What follows belongs to an exercise in optimizing a design on an open flow for small area; a production flow would make more cautious choices. The RTL was checked by simulation tests, not by an equivalence proof against the original design. No activity file was given, so power comes from the tool's default toggle rates.

==> flow/design.v <==
module fifo 
#(
	parameter DATA_WIDTH = 32,
	parameter ADDR_WIDTH = 8
)(
clk      ,  
rst      ,  
data_in  ,  
rd_en    ,  
wr_en    ,  
data_out ,  
empty    ,  
full        
);    
parameter RAM_DEPTH = (1 << ADDR_WIDTH);
input clk ;
input rst ;
input rd_en ;
input wr_en ;
input [DATA_WIDTH-1:0] data_in ;
output full ;
output empty ;
output [DATA_WIDTH-1:0] data_out ;
reg [ADDR_WIDTH-1:0] wr_pointer;
reg [ADDR_WIDTH-1:0] rd_pointer;
reg [ADDR_WIDTH :0] status_cnt;
reg [DATA_WIDTH-1:0] data_out ;
reg [DATA_WIDTH-1:0] data_ram [RAM_DEPTH-1:0];
assign full = (status_cnt == (RAM_DEPTH-1));
assign empty = (status_cnt == 0);
wire write_data;
wire read_data;
assign write_data = wr_en && !full;
assign read_data = rd_en && !empty;
always @ (posedge clk or posedge rst)
begin : WRITE
  if (rst) begin
    wr_pointer <= 0;
  end else if (write_data) begin
    wr_pointer <= wr_pointer + 1;
  end
end
always @ (posedge clk)
begin : RAM_WRITE
  if (write_data) begin
    data_ram[wr_pointer] <= data_in;
  end
end
always @ (posedge clk or posedge rst)
begin : READ
  if (rst) begin
    rd_pointer <= 0;
    data_out <= 0;
  end else if (read_data) begin
    rd_pointer <= rd_pointer + 1;
    data_out <= data_ram[rd_pointer];
  end
end
always @ (posedge clk or posedge rst)
begin : STATUS_COUNTER
  if (rst) begin
    status_cnt <= 0;
  end else if (read_data && !write_data) begin
    status_cnt <= status_cnt - 1;
  end else if (write_data && !read_data) begin
    status_cnt <= status_cnt + 1;
  end
end 
endmodule
module comparator(
	input									clk,
	input									reset,	
	output reg [(4-1):0]      	comparator_task_id,
	output reg[1:0]							comparator_logical_core_id,
	input									comparator_nmr,
	input[10-1 : 0]		csr_task_maxcount,
	output 									comparator_status_write,
	output reg	 							comparator_mismatch_detected,
	input 									csr_status_ack,
	input [32 - 1: 0]				fprint_0,
	input [32 - 1: 0]				fprint_1,
	input [32 - 1: 0]				fprint_2,
	input [((1 << (4))-1):0]				fprint_checkin,
	output									fprint_reset_task,
	input									fprint_reset_task_ack,
	output									comparator_checkpoint,
	input									checkpoint_ack
);
wire[4:0]				task_check;
wire 								fprints_match;
wire								fprints_match_0_1;
wire								fprints_match_1_2;
wire								fprints_match_2_0;
reg[10-1 : 0]	task_count[(1 << (4))-1 : 0];
wire								task_count_inc;
wire								task_maxcount_reached;
wire								task_count_reset;
integer	i;
assign task_check = fprint_checkin[0]		?	0	: fprint_checkin[1]		? 1		: 
					fprint_checkin[2]		?	2	: fprint_checkin[3]		? 3		:
					fprint_checkin[4]		?	4	: fprint_checkin[5] 	? 5		:
					fprint_checkin[6]		?	6	: fprint_checkin[7]		? 7		:
					fprint_checkin[8]		?	8	: fprint_checkin[9]		? 9		:
					fprint_checkin[10]		?	10	: fprint_checkin[11]	? 11	:
					fprint_checkin[12]		?	12	: fprint_checkin[13]	? 13	:
					fprint_checkin[14]		?	14	: fprint_checkin[15]	? 15	:
					16;  
assign fprints_match_0_1 = (fprint_0 == fprint_1);
assign fprints_match_1_2 = (fprint_1 == fprint_2);
assign fprints_match_2_0 = (fprint_2 == fprint_0);
assign fprints_match = fprints_match_0_1 & ((fprints_match_1_2 & fprints_match_2_0) | ~comparator_nmr);
assign task_maxcount_reached = (task_count[comparator_task_id] == csr_task_maxcount);
reg[3:0] state;
parameter idle								= 0;
parameter st_set_task 						= 1;
parameter st_load_fprint   					= 2;
parameter st_compare_fprints				= 3;
parameter st_comparator_checkpoint			= 4;
parameter st_task_count_inc					= 5;
parameter st_comparator_mismatch_detected	= 6;
parameter st_fprint_reset_task				= 7;
parameter st_task_count_reset				= 8;
parameter st_comparator_status_write		= 9;
always @ (posedge clk or posedge reset)
begin
	if (reset) begin
		state <= idle;
	end else begin
		case (state)
			idle:
				if(~task_check[4])
					state <= st_set_task;
			st_set_task:
				state <= st_load_fprint;
			st_load_fprint:
				state <= st_compare_fprints;
			st_compare_fprints:
				if(fprints_match)
					state <= st_comparator_checkpoint;
				else 
					state <= st_comparator_mismatch_detected;
			st_comparator_checkpoint:
				if(checkpoint_ack)
					state <= st_task_count_inc;
			st_task_count_inc:
				state <= st_fprint_reset_task;
			st_comparator_mismatch_detected:
				state <= st_fprint_reset_task;
			st_fprint_reset_task:
				if(fprint_reset_task_ack)
					if(task_maxcount_reached | comparator_mismatch_detected)
						state <= st_task_count_reset;
					else
						state <= idle;
			st_task_count_reset:
				state <= st_comparator_status_write;
			st_comparator_status_write:
				if(csr_status_ack)
					state <= idle;
		endcase
	end
end
assign comparator_checkpoint		=	(state == st_comparator_checkpoint);
assign task_count_inc				=	(state == st_task_count_inc);
assign fprint_reset_task			=	(state == st_fprint_reset_task);
assign task_count_reset				=	(state == st_task_count_reset);
assign comparator_status_write		=	(state == st_comparator_status_write);
always @ (posedge clk or posedge reset)
begin
	if(reset)
		comparator_mismatch_detected <= 0;
	else begin
		if(state == st_comparator_mismatch_detected)
			comparator_mismatch_detected <= 1;
		else if(state == idle)
			comparator_mismatch_detected <= 0;
	end
end
always @ (posedge clk) begin
	if(state == st_comparator_mismatch_detected) begin
		comparator_logical_core_id <=	~comparator_nmr ? 3 :
										(~fprints_match_0_1 & ~fprints_match_2_0) ? 0 :
										(~fprints_match_1_2 & ~fprints_match_0_1) ? 1 :
										(~fprints_match_2_0 & ~fprints_match_1_2) ? 2 :
										3;
	end
end
always @ (posedge clk or posedge reset)
begin
	if(reset)
		comparator_task_id <= 4'h0;
	else begin
		if (state == st_set_task)
			comparator_task_id <= task_check[4-1:0];
	end
end
always @ (posedge clk or posedge reset)
begin
	if(reset) begin
		for(i=0 ; i<(1 << (4)) ; i=i+1) begin
			task_count[i] <= 0;
		end
	end else begin
	if(task_count_inc) begin
		task_count[comparator_task_id] <= task_count[comparator_task_id] + 1;
	end
	if(task_count_reset) begin
		task_count[comparator_task_id] <= 0;
	end
	end
end
endmodule
module csr_registers(
	input										clk,
	input										reset,	
	input [(10-1):0]				csr_address,
	input										csr_read,
	output reg [(32-1):0]			csr_readdata,
	input										csr_write,
	input [(32-1):0]				csr_writedata,
	output 										csr_waitrequest,
	input [(4-1):0]				comparator_task_id,
	input [1:0]									comparator_logical_core_id,
	output										comparator_nmr,
	output [10-1 : 0]		csr_task_maxcount,
	input 										comparator_status_write,
	input 		 								comparator_mismatch_detected,
	output 										csr_status_ack,
	input [(4-1):0]				fprint_task_id,
	input [(4-1):0]				fprint_physical_core_id,
	output [1:0]								fprint_logical_core_id,
	output [((1 << (4))-1):0]				fprint_nmr,
	input [1:0]									checkpoint_logical_core_id,
	output [(4-1):0]				checkpoint_physical_core_id,
	output 										irq
);
reg [(16-1):0] 	exception_reg;
reg [((1 << (4))-1):0] 						success_reg;
reg [1:0]				 						fail_reg[((1 << (4))-1):0];
reg [4-1:0]						cat_mem_0[(1 << (4))-1:0];
reg [4-1:0]						cat_mem_1[(1 << (4))-1:0];
reg [4-1:0]						cat_mem_2[(1 << (4))-1:0];
reg [10-1 : 0]				task_maxcount_mem	[((1 << (4))-1):0];
reg [((1 << (4))-1):0]						nmr_mem;
wire											csr_regs_write;
wire											csr_cat_write;
wire											csr_task_maxcount_write;
wire											csr_nmr_write;
wire											comparator_regs_write;
wire [10-1:0]				csr_task_maxcount_data;
wire											csr_nmr_data;
wire [(4-1):0]						csr_task_id;
wire [1:0]										csr_logical_core_id;
wire [(4-1):0]						csr_physical_core_id;
integer i,j;
wire 								exception_reg_sel;
wire 								success_reg_sel;
wire 								fail_reg_sel;
wire								cat_sel;
wire 								task_maxcount_reg_sel;
wire								nmr_sel;
wire [32-1:0]			fail_reg_out;
assign exception_reg_sel  			= (csr_address == 'h00);
assign success_reg_sel    			= (csr_address == 'h02);
assign fail_reg_sel       			= (csr_address == 'h03);
assign task_maxcount_reg_sel		= (csr_address == 'h06);
assign cat_sel			 			= (csr_address[5:0] == 'h04);
assign nmr_sel						= (csr_address == 'h05);
assign csr_task_id					= csr_writedata[19:16];
assign csr_logical_core_id			= csr_writedata[25:24];
assign csr_physical_core_id			= csr_writedata[3:0];
assign csr_task_maxcount_data		= csr_writedata[10-1:0];
assign csr_nmr_data					= csr_writedata[0];
assign irq 							= exception_reg[6];
assign fail_reg_out					=	{	fail_reg[15],
											fail_reg[14],
											fail_reg[13],
											fail_reg[12],
											fail_reg[11],
											fail_reg[10],
											fail_reg[9],
											fail_reg[8],
											fail_reg[7],
											fail_reg[6],
											fail_reg[5],
											fail_reg[4],
											fail_reg[3],
											fail_reg[2],
											fail_reg[1],
											fail_reg[0]
										};
reg[3:0] state;
parameter idle							= 0;
parameter st_csr_regs_write				= 1;
parameter st_csr_cat_write				= 2;
parameter st_csr_task_maxcount_write	= 3;
parameter st_csr_nmr_write				= 4;
parameter st_csr_read					= 5;
parameter st_waitrequest				= 6;
parameter st_comparator_regs_write		= 7;
parameter st_comparator_status_ack		= 8;
always @(posedge clk or posedge reset)
begin
	if(reset)
		state <= idle;
	else begin
		case(state)
			idle:
				if(csr_write) begin
					if(exception_reg_sel) begin
						state <= st_csr_regs_write;
					end else if (cat_sel) begin
						state <= st_csr_cat_write;
					end else if (task_maxcount_reg_sel) begin
						state <= st_csr_task_maxcount_write;
					end else if (nmr_sel) begin
						state <= st_csr_nmr_write;
					end
				end else if(csr_read) begin
					state <= st_csr_read;
				end else if(comparator_status_write & ~irq) begin
					state <= st_comparator_regs_write;
				end
			st_csr_regs_write:
				state <= st_waitrequest;
			st_csr_cat_write:
					state <= st_waitrequest;
			st_csr_task_maxcount_write:
					state <= st_waitrequest;
			st_csr_nmr_write:
				state <= st_waitrequest;
			st_csr_read:
				state <= st_waitrequest;
			st_waitrequest:
				state <= idle;
			st_comparator_regs_write:
				state <= st_comparator_status_ack;
			st_comparator_status_ack:
				state <= idle;
		endcase
	end
end
assign csr_regs_write			=	(state == st_csr_regs_write);
assign csr_cat_write			=	(state == st_csr_cat_write);
assign csr_task_maxcount_write	=	(state == st_csr_task_maxcount_write);
assign csr_nmr_write			=	(state == st_csr_nmr_write);
assign csr_waitrequest			=	~(state == st_waitrequest);
assign csr_status_ack			=	(state == st_comparator_status_ack);
assign comparator_regs_write	=	(state == st_comparator_regs_write);
always @(posedge clk or posedge reset)
begin
	if(reset)begin
		csr_readdata <= 0;
	end else begin
		if(state == st_csr_read)begin
			csr_readdata <= exception_reg_sel ? exception_reg : success_reg_sel ? success_reg :
									fail_reg_sel ? fail_reg_out : 0; 
		end 
	end
end
always @(posedge clk or posedge reset)
begin
	if(reset)begin
		exception_reg <= 0;
		success_reg <= 0;
		for(i=0 ; i<(1 << (4)) ; i=i+1) begin
			fail_reg[i] <= 3;
		end
	end else begin
		if(csr_regs_write)begin
			success_reg <= 0;
			for(i=0 ; i<(1 << (4)) ; i=i+1) begin
				fail_reg[i] <= 3;
			end
			exception_reg <= csr_writedata;
		end else if(comparator_regs_write)begin
			exception_reg[6] <= 1;
			exception_reg[(4)-1:0] <= comparator_task_id;
			exception_reg[5] <= comparator_mismatch_detected;
			success_reg[comparator_task_id] <= ~comparator_mismatch_detected;
			if(comparator_mismatch_detected) begin
				fail_reg[comparator_task_id] <= comparator_logical_core_id;
			end
		end
	end
end
always @ (posedge clk or posedge reset) begin
	if(reset) begin
		for(i=0 ; i<(1 << (4)) ; i=i+1) begin
			cat_mem_0[i] <= 0;
			cat_mem_1[i] <= 0;
			cat_mem_2[i] <= 0;
		end
	end else begin
	if(csr_cat_write & (csr_logical_core_id == 0)) begin
		cat_mem_0[csr_task_id] <= csr_physical_core_id;
	end
	if(csr_cat_write & (csr_logical_core_id == 1)) begin
		cat_mem_1[csr_task_id] <= csr_physical_core_id;
	end
	if(csr_cat_write & (csr_logical_core_id == 2)) begin
		cat_mem_2[csr_task_id] <= csr_physical_core_id;
	end
	end
end
assign fprint_logical_core_id	=	cat_mem_0[fprint_task_id] == fprint_physical_core_id ? 0 :
									cat_mem_1[fprint_task_id] == fprint_physical_core_id ? 1 :
									cat_mem_2[fprint_task_id] == fprint_physical_core_id ? 2 :
									3;
assign checkpoint_physical_core_id	=	checkpoint_logical_core_id == 0 ? cat_mem_0[comparator_task_id] :
										checkpoint_logical_core_id == 1 ? cat_mem_1[comparator_task_id] :
										checkpoint_logical_core_id == 2 ? cat_mem_2[comparator_task_id] :
										0;
always @ (posedge clk or posedge reset)
begin
	if(reset) begin
		for(i=0 ; i<(1 << (4)) ; i=i+1) begin
			task_maxcount_mem[i] <= 0;
		end
	end else if(csr_task_maxcount_write) begin
		task_maxcount_mem[csr_task_id] <= csr_task_maxcount_data;
	end
end
assign csr_task_maxcount = task_maxcount_mem[comparator_task_id];
always @ (posedge clk or posedge reset) begin
	if(reset)
		nmr_mem <= 0;
	else if(csr_nmr_write)
		nmr_mem[csr_task_id] <= csr_nmr_data;
end
assign comparator_nmr	=	nmr_mem[comparator_task_id];
assign fprint_nmr		=	nmr_mem;
endmodule
module fprint_registers(
	input								    	clk,
	input								    	reset,
	input 	[(10-1):0]	fprint_address,
	input										fprint_write,
	input 	[(32-1):0]			fprint_writedata,
	output										fprint_waitrequest,
	output [(4-1):0]				fprint_task_id,
	output [(4-1):0]				fprint_physical_core_id,
	input [1:0]									fprint_logical_core_id,
	input [((1 << (4))-1):0]					fprint_nmr,
	input [(4-1):0] 				comparator_task_id,
	output [32 - 1: 0] 					fprint_0,
	output [32 - 1: 0]             		fprint_1,
	output [32 - 1: 0]             		fprint_2,
	output [((1 << (4))-1):0]  				fprint_checkin,
	input 										fprint_reset_task,
	output 										fprint_reset_task_ack
);
reg  [((1 << (4))-1):0]                  checkout_reg[2:0];
reg  [((1 << (4))-1):0]                  checkin_reg[2:0];
reg  [32/2 - 1: 0] 					fprint_mem_0_0[(1 << (4)) -1 :0];
reg  [32/2 - 1: 0] 					fprint_mem_0_1[(1 << (4)) -1 :0];
reg  [32/2 - 1: 0] 					fprint_mem_1_0[(1 << (4)) -1 :0];
reg  [32/2 - 1: 0] 					fprint_mem_1_1[(1 << (4)) -1 :0];
reg  [32/2 - 1: 0] 					fprint_mem_2_0[(1 << (4)) -1 :0];
reg  [32/2 - 1: 0] 					fprint_mem_2_1[(1 << (4)) -1 :0];
reg [32/2 - 1: 0] 					fprint_0_0;
reg [32/2 - 1: 0] 					fprint_0_1;
reg [32/2 - 1: 0] 					fprint_1_0;
reg [32/2 - 1: 0] 					fprint_1_1;
reg [32/2 - 1: 0] 					fprint_2_0;
reg [32/2 - 1: 0] 					fprint_2_1;
wire [32/2 - 1: 0] 					fprint_mem_data_in;
wire 										fprint_regs_write;
wire										fprint_mem_write;
wire 										fprint_block;
wire										comparator_regs_write;
wire										fifo_rd_en;
wire										fifo_wr_en;
wire 										fifo_full;
wire										fifo_empty;
wire [29:0]									fifo_data_in;
wire [29:0]									fifo_data_out;
integer i,j;
wire checkout_sel;
wire checkin_sel;
wire fprint_sel;
assign fifo_data_in				=	{fprint_writedata[31:16],fprint_address[7:0],fprint_writedata[5:0]};
assign fprint_mem_data_in		=	fifo_data_out[29:14];
assign fprint_physical_core_id	=	fifo_data_out[13:10];
assign fprint_task_id			=	fifo_data_out[3:0];
assign checkout_sel				=	(fifo_data_out[9:6] == 0) & fifo_data_out[4];
assign checkin_sel				=	(fifo_data_out[9:6] == 0) & ~fifo_data_out[4];
assign fprint_sel				=	(fifo_data_out[9:6] == 1);
assign fprint_block				=	(fifo_data_out[5]);
assign fprint_0					=	{fprint_0_1,fprint_0_0};
assign fprint_1					=	{fprint_1_1,fprint_1_0};
assign fprint_2					=	{fprint_2_1,fprint_2_0};
reg[3:0] FIFO_state;
parameter idle 				= 0;
parameter st_fifo_wr_en		= 1;
parameter st_waitrequest    = 2;
always @(posedge clk or posedge reset)
begin
	if(reset)
		FIFO_state <= idle;
	else begin
		case(FIFO_state)
			idle:
				if(fprint_write & ~fifo_full)
					FIFO_state <= st_fifo_wr_en;
			st_fifo_wr_en:
				FIFO_state <= st_waitrequest;
			st_waitrequest:
				FIFO_state <= idle;	
		endcase
	end
end
assign fifo_wr_en           = (FIFO_state == st_fifo_wr_en);
assign fprint_waitrequest   = ~(FIFO_state == st_waitrequest);
fifo #(30, 4)
fifo_block (
clk,
reset,
fifo_data_in,
fifo_rd_en,
fifo_wr_en,
fifo_data_out,
fifo_empty,
fifo_full
);
reg[3:0] state;
parameter st_comparator_regs_write		= 1;
parameter st_fprint_reset_task_ack		= 2;
parameter st_fifo_rd_en					= 3;
parameter st_decode						= 4;
parameter st_fprint_regs_write			= 5;
parameter st_fprint_mem_write			= 6;
always @(posedge clk or posedge reset)
begin
	if(reset)
		state <= idle;
	else begin
		case(state)
			idle:
				if(fprint_reset_task)
					state <= st_comparator_regs_write;
				else if(~fifo_empty)
                    state <= st_fifo_rd_en;
			st_comparator_regs_write:
				state <= st_fprint_reset_task_ack;
			st_fprint_reset_task_ack:
				state <= idle;
			st_fifo_rd_en:
                state <= st_decode;
			st_decode:
                if(fprint_sel) begin
					if((fprint_logical_core_id != 3) && checkout_reg[fprint_logical_core_id][fprint_task_id])
						state <= st_fprint_mem_write;
					else 
						state <= idle;
				end else if(~fprint_sel)
                    state <= st_fprint_regs_write;
			st_fprint_regs_write:
				state <= idle;
			st_fprint_mem_write:
				state <= idle;
		endcase
	end
end
assign comparator_regs_write	= (state == st_comparator_regs_write);
assign fprint_reset_task_ack	= (state == st_fprint_reset_task_ack);
assign fifo_rd_en           	= (state == st_fifo_rd_en);
assign fprint_regs_write  		= (state == st_fprint_regs_write);
assign fprint_mem_write			= (state == st_fprint_mem_write);
always @ (posedge clk or posedge reset)
begin
	if(reset)begin
		for(i=0 ; i<3 ; i=i+1) begin
			checkout_reg[i] <= 0;
			checkin_reg[i] <= 0;
		end
	end else begin			
		if(comparator_regs_write)begin
			for(i=0 ; i<3 ; i=i+1) begin
				checkout_reg[i][comparator_task_id] <= 0;
				checkin_reg[i][comparator_task_id] <= 0;
			end
		end else if(fprint_regs_write)begin
			if(checkout_sel & ~(fprint_logical_core_id == 3))
				checkout_reg[fprint_logical_core_id][fprint_task_id] <= 1;
			if (checkin_sel & ~(fprint_logical_core_id == 3) && checkout_reg[fprint_logical_core_id][fprint_task_id])
				checkin_reg[fprint_logical_core_id][fprint_task_id] <= 1;
		end
	end
end
assign fprint_checkin = checkin_reg[0] & checkin_reg[1] & (checkin_reg[2] | ~fprint_nmr);
always @ (posedge clk)
begin
	fprint_0_0 <= fprint_mem_0_0[comparator_task_id];
	if(fprint_mem_write & (fprint_logical_core_id == 0) & ~fprint_block)begin
		fprint_mem_0_0[fprint_task_id] <= fprint_mem_data_in; 
	end
end
always @ (posedge clk)
begin
	fprint_0_1 <= fprint_mem_0_1[comparator_task_id];
	if(fprint_mem_write & (fprint_logical_core_id == 0) & fprint_block)begin
		fprint_mem_0_1[fprint_task_id] <= fprint_mem_data_in; 
	end
end
always @ (posedge clk)
begin
	fprint_1_0 <= fprint_mem_1_0[comparator_task_id];
	if(fprint_mem_write & (fprint_logical_core_id == 1) & ~fprint_block)begin
		fprint_mem_1_0[fprint_task_id] <= fprint_mem_data_in; 
	end
end
always @ (posedge clk)
begin
	fprint_1_1 <= fprint_mem_1_1[comparator_task_id];
	if(fprint_mem_write & (fprint_logical_core_id == 1) & fprint_block)begin
		fprint_mem_1_1[fprint_task_id] <= fprint_mem_data_in; 
	end
end
always @ (posedge clk)
begin
	fprint_2_0 <= fprint_mem_2_0[comparator_task_id];
	if(fprint_mem_write & (fprint_logical_core_id == 2) & ~fprint_block)begin
		fprint_mem_2_0[fprint_task_id] <= fprint_mem_data_in; 
	end
end
always @ (posedge clk)
begin
	fprint_2_1 <= fprint_mem_2_1[comparator_task_id];
	if(fprint_mem_write & (fprint_logical_core_id == 2) & fprint_block)begin
		fprint_mem_2_1[fprint_task_id] <= fprint_mem_data_in; 
	end
end
endmodule
module checkpoint(
	input											clk,
	input											reset,
	output											checkpoint_write,
	output [32-1 : 0]					checkpoint_writedata,
	output [27-1 : 0]				checkpoint_address,
	input											checkpoint_waitrequest,
	output reg [1:0]								checkpoint_logical_core_id,
	input											checkpoint_nmr,
	input [(4-1):0]					checkpoint_physical_core_id,	
	input[(4-1):0]						comparator_task_id,
	input											comparator_checkpoint,
	output											checkpoint_ack
);
wire											checkpoint_done;
wire											checkpoint_logical_core_count;
wire [4+4-1 : 0]		fifo_data_in;
wire											fifo_rd_en;
wire											fifo_wr_en;
wire [4+4-1 : 0]		fifo_data_out;
wire											fifo_empty;
wire											fifo_full;
reg[3:0] state;
parameter idle					= 0;
parameter st_checkpoint			= 1;
parameter st_checkpoint_ack		= 2;
always @(posedge clk or posedge reset)
begin
	if(reset)
		state <= idle;
	else begin
		case(state)
			idle:
				if(comparator_checkpoint)
					state <= st_checkpoint;
			st_checkpoint:
				if(checkpoint_done)
					state <= st_checkpoint_ack;
			st_checkpoint_ack:
				state <= idle;
		endcase
	end
end
assign checkpoint_logical_core_count	=	(state == st_checkpoint);
assign checkpoint_ack					=	(state == st_checkpoint_ack);
always @ (posedge clk) begin
	if (checkpoint_logical_core_count)
		checkpoint_logical_core_id <= checkpoint_logical_core_id + 1;
	else
		checkpoint_logical_core_id <= 0;
end
assign checkpoint_done = checkpoint_nmr ? checkpoint_logical_core_id == 2 : checkpoint_logical_core_id == 1;
assign fifo_wr_en				=	(state == st_checkpoint);								
assign fifo_data_in				=	{checkpoint_physical_core_id, comparator_task_id};
fifo #(4+4, 4)
overflow_fifo (
clk,
reset,
fifo_data_in,
fifo_rd_en,
fifo_wr_en,
fifo_data_out,
fifo_empty,
fifo_full
);
reg[3:0] fifo_state;
parameter st_fifo_rd_en		= 1;
parameter st_output_ready	= 2;
always @(posedge clk or posedge reset)
begin
	if(reset)
		fifo_state <= idle;
	else begin
		case(fifo_state)
			idle:
				if(~fifo_empty)
					fifo_state <= st_fifo_rd_en;
			st_fifo_rd_en:
				fifo_state <= st_output_ready;
			st_output_ready:
				if(~checkpoint_waitrequest)
					fifo_state <= idle;
		endcase
	end
end
assign fifo_rd_en				=	(fifo_state == st_fifo_rd_en);
assign checkpoint_write			=	(fifo_state == st_output_ready);
assign checkpoint_address		=	27'h6000000+{fifo_data_out[4+4-1 : 4],20'h0};
assign checkpoint_writedata		=	{9'h100}+fifo_data_out;
endmodule
module cfpu(
	input										clk,
	input										reset,
	input [(10-1):0]				csr_address,
	input										csr_read,
	output [(32-1):0]				csr_readdata,
	input										csr_write,
	input [(32-1):0]				csr_writedata,
	output										csr_waitrequest,
	input [(10-1):0]		fprint_address,
	input										fprint_write,
	input [(32-1):0]				fprint_writedata,
	output										fprint_waitrequest,
   	output										checkpoint_write,
	output [32-1 : 0]				checkpoint_writedata,
	output [27-1 : 0]			checkpoint_address,
	input										checkpoint_waitrequest,
	output										irq
);
	wire [(4-1):0]			comparator_task_id;
	wire [1:0]							comparator_logical_core_id;
	wire								comparator_nmr;
	wire[10-1 : 0]	csr_task_maxcount;
	wire 								comparator_status_write;
	wire 		 						comparator_mismatch_detected;
	wire 								csr_status_ack;
	wire [(4-1):0]			fprint_task_id;
	wire [(4-1):0]			fprint_physical_core_id;
	wire [1:0]							fprint_logical_core_id;
	wire [((1 << (4))-1):0]			fprint_nmr;
	wire [1:0]							checkpoint_logical_core_id;
	wire [(4-1):0]			checkpoint_physical_core_id;
	wire [32 - 1: 0]			fprint_0;
	wire [32 - 1: 0]			fprint_1;
	wire [32 - 1: 0]			fprint_2;
	wire [((1 << (4))-1):0]			fprint_checkin;
	wire								fprint_reset_task;
	wire								fprint_reset_task_ack;
	wire								comparator_checkpoint;
	wire								checkpoint_ack;
csr_registers csr_registers(
	clk,
	reset,	
	csr_address,
	csr_read,
	csr_readdata,
	csr_write,
	csr_writedata,
	csr_waitrequest,
	comparator_task_id,
	comparator_logical_core_id,
	comparator_nmr,
	csr_task_maxcount,
	comparator_status_write,
	comparator_mismatch_detected,
	csr_status_ack,
	fprint_task_id,
	fprint_physical_core_id,
	fprint_logical_core_id,
	fprint_nmr,
	checkpoint_logical_core_id,
	checkpoint_physical_core_id,
	irq
);
comparator comparator(
	clk,
	reset,	
	comparator_task_id,
	comparator_logical_core_id,
	comparator_nmr,
	csr_task_maxcount,
	comparator_status_write,
	comparator_mismatch_detected,
	csr_status_ack,
	fprint_0,
	fprint_1,
	fprint_2,
	fprint_checkin,
	fprint_reset_task,
	fprint_reset_task_ack,
	comparator_checkpoint,
	checkpoint_ack
);
fprint_registers fprint_registers(
	clk,
	reset,
	fprint_address,
	fprint_write,
	fprint_writedata,
	fprint_waitrequest,
	fprint_task_id,
	fprint_physical_core_id,
	fprint_logical_core_id,
	fprint_nmr,
	comparator_task_id,
	fprint_0,
	fprint_1,
	fprint_2,
	fprint_checkin,
	fprint_reset_task,
	fprint_reset_task_ack
);
checkpoint checkpoint(
	clk,
	reset,
	checkpoint_write,
	checkpoint_writedata,
	checkpoint_address,
	checkpoint_waitrequest,
	checkpoint_logical_core_id,
	comparator_nmr,
	checkpoint_physical_core_id,	
	comparator_task_id,
	comparator_checkpoint,
	checkpoint_ack
);
endmodule
==> flow/run.sh <==
#!/bin/bash
# synth_recipe.tcl (not shown) runs the flow's synth.tcl, then flattens the netlist and writes it again
# the make line also repeats each setting of config.mk as NAME=value (left out here)
make -C /OpenROAD-flow-scripts/flow DESIGN_CONFIG=/design/flow/config.mk WORK_HOME=/design/flow/orfs CLKGATE_MAP_FILE= SYNTH_SCRIPT=/design/flow/synth_recipe.tcl finish
==> flow/config.mk <==
export PLATFORM = sky130hd
export DESIGN_NAME = cfpu
export DESIGN_NICKNAME = cfpu
export VERILOG_FILES = /design/flow/design.v
export SDC_FILE = /design/flow/constraint.sdc
export NUM_CORES = 4
export LEC_CHECK = 0
export CAP_MARGIN = 20
export CORE_MARGIN = 2
export CORE_UTILIZATION = 40
export SLEW_MARGIN = 20
==> flow/constraint.sdc <==
create_clock -name core_clock -period 10.0 [get_ports {clk}]
set_input_delay 2.0000 -clock core_clock [delete_from_list [all_inputs] [get_ports {clk}]]
set_output_delay 2.0000 -clock core_clock [all_outputs]
set_load 0.01 [all_outputs]
==> run notes <==
-- final timing paths --
kind                                                                from                                  endpoint  slack (ns)  depth (start not counted)
min in group asynchronous                                          reset               comparator.task_count[5][8]        1.68                          3
max in group asynchronous                                          reset  fprint_registers.fifo_block.data_out[17]        6.70                          4
worst min register to register  checkpoint.checkpoint_logical_core_id[0]  checkpoint.checkpoint_logical_core_id[0]        0.46                          1
worst min-delay path            checkpoint.checkpoint_logical_core_id[0]  checkpoint.checkpoint_logical_core_id[0]        0.46                          1
worst max-delay path             fprint_registers.fifo_block.data_out[1]        fprint_registers.checkin_reg[1][4]        2.52                         18
worst max register to register   fprint_registers.fifo_block.data_out[1]        fprint_registers.checkin_reg[1][4]        2.52                         18
-- critical path: stages, from the launching register on --
cell      delay, ns
dfrtp_1        0.67
ha_1           0.51
buf_4          0.44
nor3b_1        0.85
a22o_1         0.24
a221oi_1       0.05
a41oi_1        0.36
xnor2_1        0.17
nand4_1        0.29
o21ai_0        0.33
ha_1           0.75
a22oi_1        0.20
a211oi_1       0.34
o31ai_1        0.14
a221o_1        0.32
a21oi_1        0.22
nor3b_2        0.80
buf_4          0.43
a32o_1         0.23
-- kinds of logic after synthesis --
logic type	synth area share
AO/OA/AOI/OAI	0.0516
buffers and inverters	0.0194
XOR/XNOR	0.0114
flip-flops	0.698
multiplexers	0.168
other	0.0000605
AND/OR/NAND/NOR	0.0462
adder cells (fa/ha/maj)	0.00566
-- layer usage --
layer | routed length [um] | share of wire | vias to the layer above | GRT usage
met3 | 24200 | 0.073 | 558 | 0.0366
li1 | - | - | 28657 | -
met1 | 138000 | 0.42 | 36197 | 0.289
met4 | 8870 | 0.027 | 6 | 0.0554
met5 | 31 | 0.000094 | - | 0
met2 | 159000 | 0.48 | 2665 | 0.333
-- stage by stage --
stage | TNS (ns) | hold slack [ns] | total power (W) | area [sq um] | util
detailed placement | 0 | 0.462 | 0.0212 | 130000 | 0.422
finish | 0 | 0.464 | 0.0329 | 141000 | 0.457
floorplan | -2351.83 | 0.420 | 0.0189 | 124000 | -
global placement | 0 | 0.436 | 0.0210 | 130000 | 0.422
global route | 0 | 0.477 | 0.0340 | 141000 | 0.457
CTS | 0 | 0.468 | 0.0331 | 141000 | 0.457
-- report_power, final --
part | switching, W | internal (W) | leakage, nW
registers | 0.000983 | 0.0152 | 30.8
clock network | 0.00499 | 0.00693 | 5.14
logic | 0.00308 | 0.00167 | 12.2
total | 0.00905 | 0.0238 | 48.2
-- cell usage after synthesis (61+ instances only) --
cell type	number
buf_1	61
clkbuf_1	319
nand2_1	370
mux4_2	685
a22oi_1	120
xnor2_1	100
a211oi_1	105
o21ai_0	149
mux2_2	393
mux2i_1	100
buf_4	68
dfxtp_1	98
a22o_1	79
edfxtp_1	2146
nand3_1	151
nor2_1	478
a21oi_1	119
dfrtp_1	774
-- final cells by class --
type / count / area (sq um) / share of cell area
inverters: 55 / 218 / 0.00154
multi-input cells: 3594 / 35700 / 0.253
repair buffers: 325 / 2940 / 0.0208
clock buffers: 447 / 9120 / 0.0645
flip-flops and latches: 3050 / 86700 / 0.614
diodes: 7 / 17.5 / 0.000124
clock inverters: 142 / 1420 / 0.0100
well taps: 4120 / 5150 / 0.0365
==> out/qor.txt <==
Initial Util: 0.402
Worst Hold Class: reg2reg
Die Area: 0.315 sq mm
Yosys reg bits: 3050
Final Non-Filler Cells: 11740
IR drop worst, VDD: 0.188 mV
CTS max path bufs: 4
Max Clk Rate: 134 MHz
Worst-Margin Slew: 1.17 ns
mean routed wirelength per cell: 28.2 um
initial antenna violation count: 20
Hold Fails Final Rpt: 0
global-route wire length before repair: 483000 um
std cell rows: 204
I/O Buffers: 115
number of synthesized flops with an enable pin: 2146
Seq/Total Area, Yosys: 0.698
Die Span X: 561 um
period utilization: 0.748
Total Nets Final: 7494
fin. max-slew vios: 0
Slew HR: 0.217
final wirelength: 330000 um
CTS clk-pin slew, worst paths: 0.07 ns
yosys warns: 14
P&R area growth vs syn: 13.8%
LEAKAGE: 48.2 nW
Post-DRT Antenna Nets: 0
CTS tree: built
crit path kind: reg2reg
Die Y-Extent: 561 um
Synth top area share: 0.519
count of cell types in the netlist: 88
clock latency (worst-skew pair): 0.90 ns
synth top area cells: edfxtp_1 (52%), dfrtp_1 (16%), mux4_2 (12%)
Async S/R FF share, synth: 0.264
RSZ-0062 raised after global routing: false
CP Data Required Time: 10.81 ns
Syn Area/Cell: 17.4 sq um
clk_skew: 0.0659 ns
DP Worst Slack: 2.78 ns
most frequent cells in the layout: edfxtp_1 (2146), dfrtp_1 (748), mux4_2 (685)
largest reg by FF count: fprint_registers.fifo_block.data_ram
Clock Sinks: 3050
GRT Resource Usage Total: 0.207
CTS H-tree lvls: 5
max cap viols: 0
area leader, netlist: edfxtp_1
router iterations before antenna repair: 7
clock root cell: clkbuf_16
Crit Path Max Fanout: 27
CORE AREA: 0.309 sq mm
power density over cell area: 233 mW/mm^2
most common cell after layout, fill and taps aside: edfxtp_1
HPWL after DPL: 200000 um
share of layout cells above drive strength 1: 0.257
Worst setup SP type: register
GPL Wtd Cong: 0.882
Crit. End Element: register
largest net degree at the start of global routing: 179
max reg flops: 480
Arr. time, crit path: 8.29 ns
Remaining Overflow, GRT: 0
Final setup viols: 0
Via density: 5.80
Final WS setup: 2.52 ns
prevailing post-synth register cell: edfxtp_1
Num CTS Buffers: 323
Placed Instances: 11136
Filler Cell Count: 26338
cts hold-fix bufs: 0
post-synthesis cell count: 7154
status: finished clean
io pins: 185
post-layout min period: 7.48 ns
DRC Markers: 0
via count: 68083
# resized after CTS: 0
number of global-route vias before repair: 68577
synthesized area: 0.124 sq mm
Post-CTS Setup Bufs: 0
First DRT Iteration DRCs: 7535

==> port drivers added, routing unchanged <==
In the flow no input, the clock included, has a driving cell. The finished layout below was timed again as built, in two steps.
Step 1, drivers: a clkbuf_16 drives clk and a buf_2 each remaining input, both assumed.
Step 2, shift: input delay + t, output delay - t, t = (earliest + latest rising clock arrival at the registers) / 2. This alone moves slack from input paths to output paths.
Three values: ideal, step 1, step 2; two values: the first two.
shift t [ns]: 0.965
slack for setup (ns): 2.522 / 2.522 / 2.522
hold slack, ns: 0.464 / 0.464 / 0.464
After both steps this run still meets setup and hold. For this run, drivers alone change the setup slack by 0.000 ns; drivers and shift together by 0.000 ns.
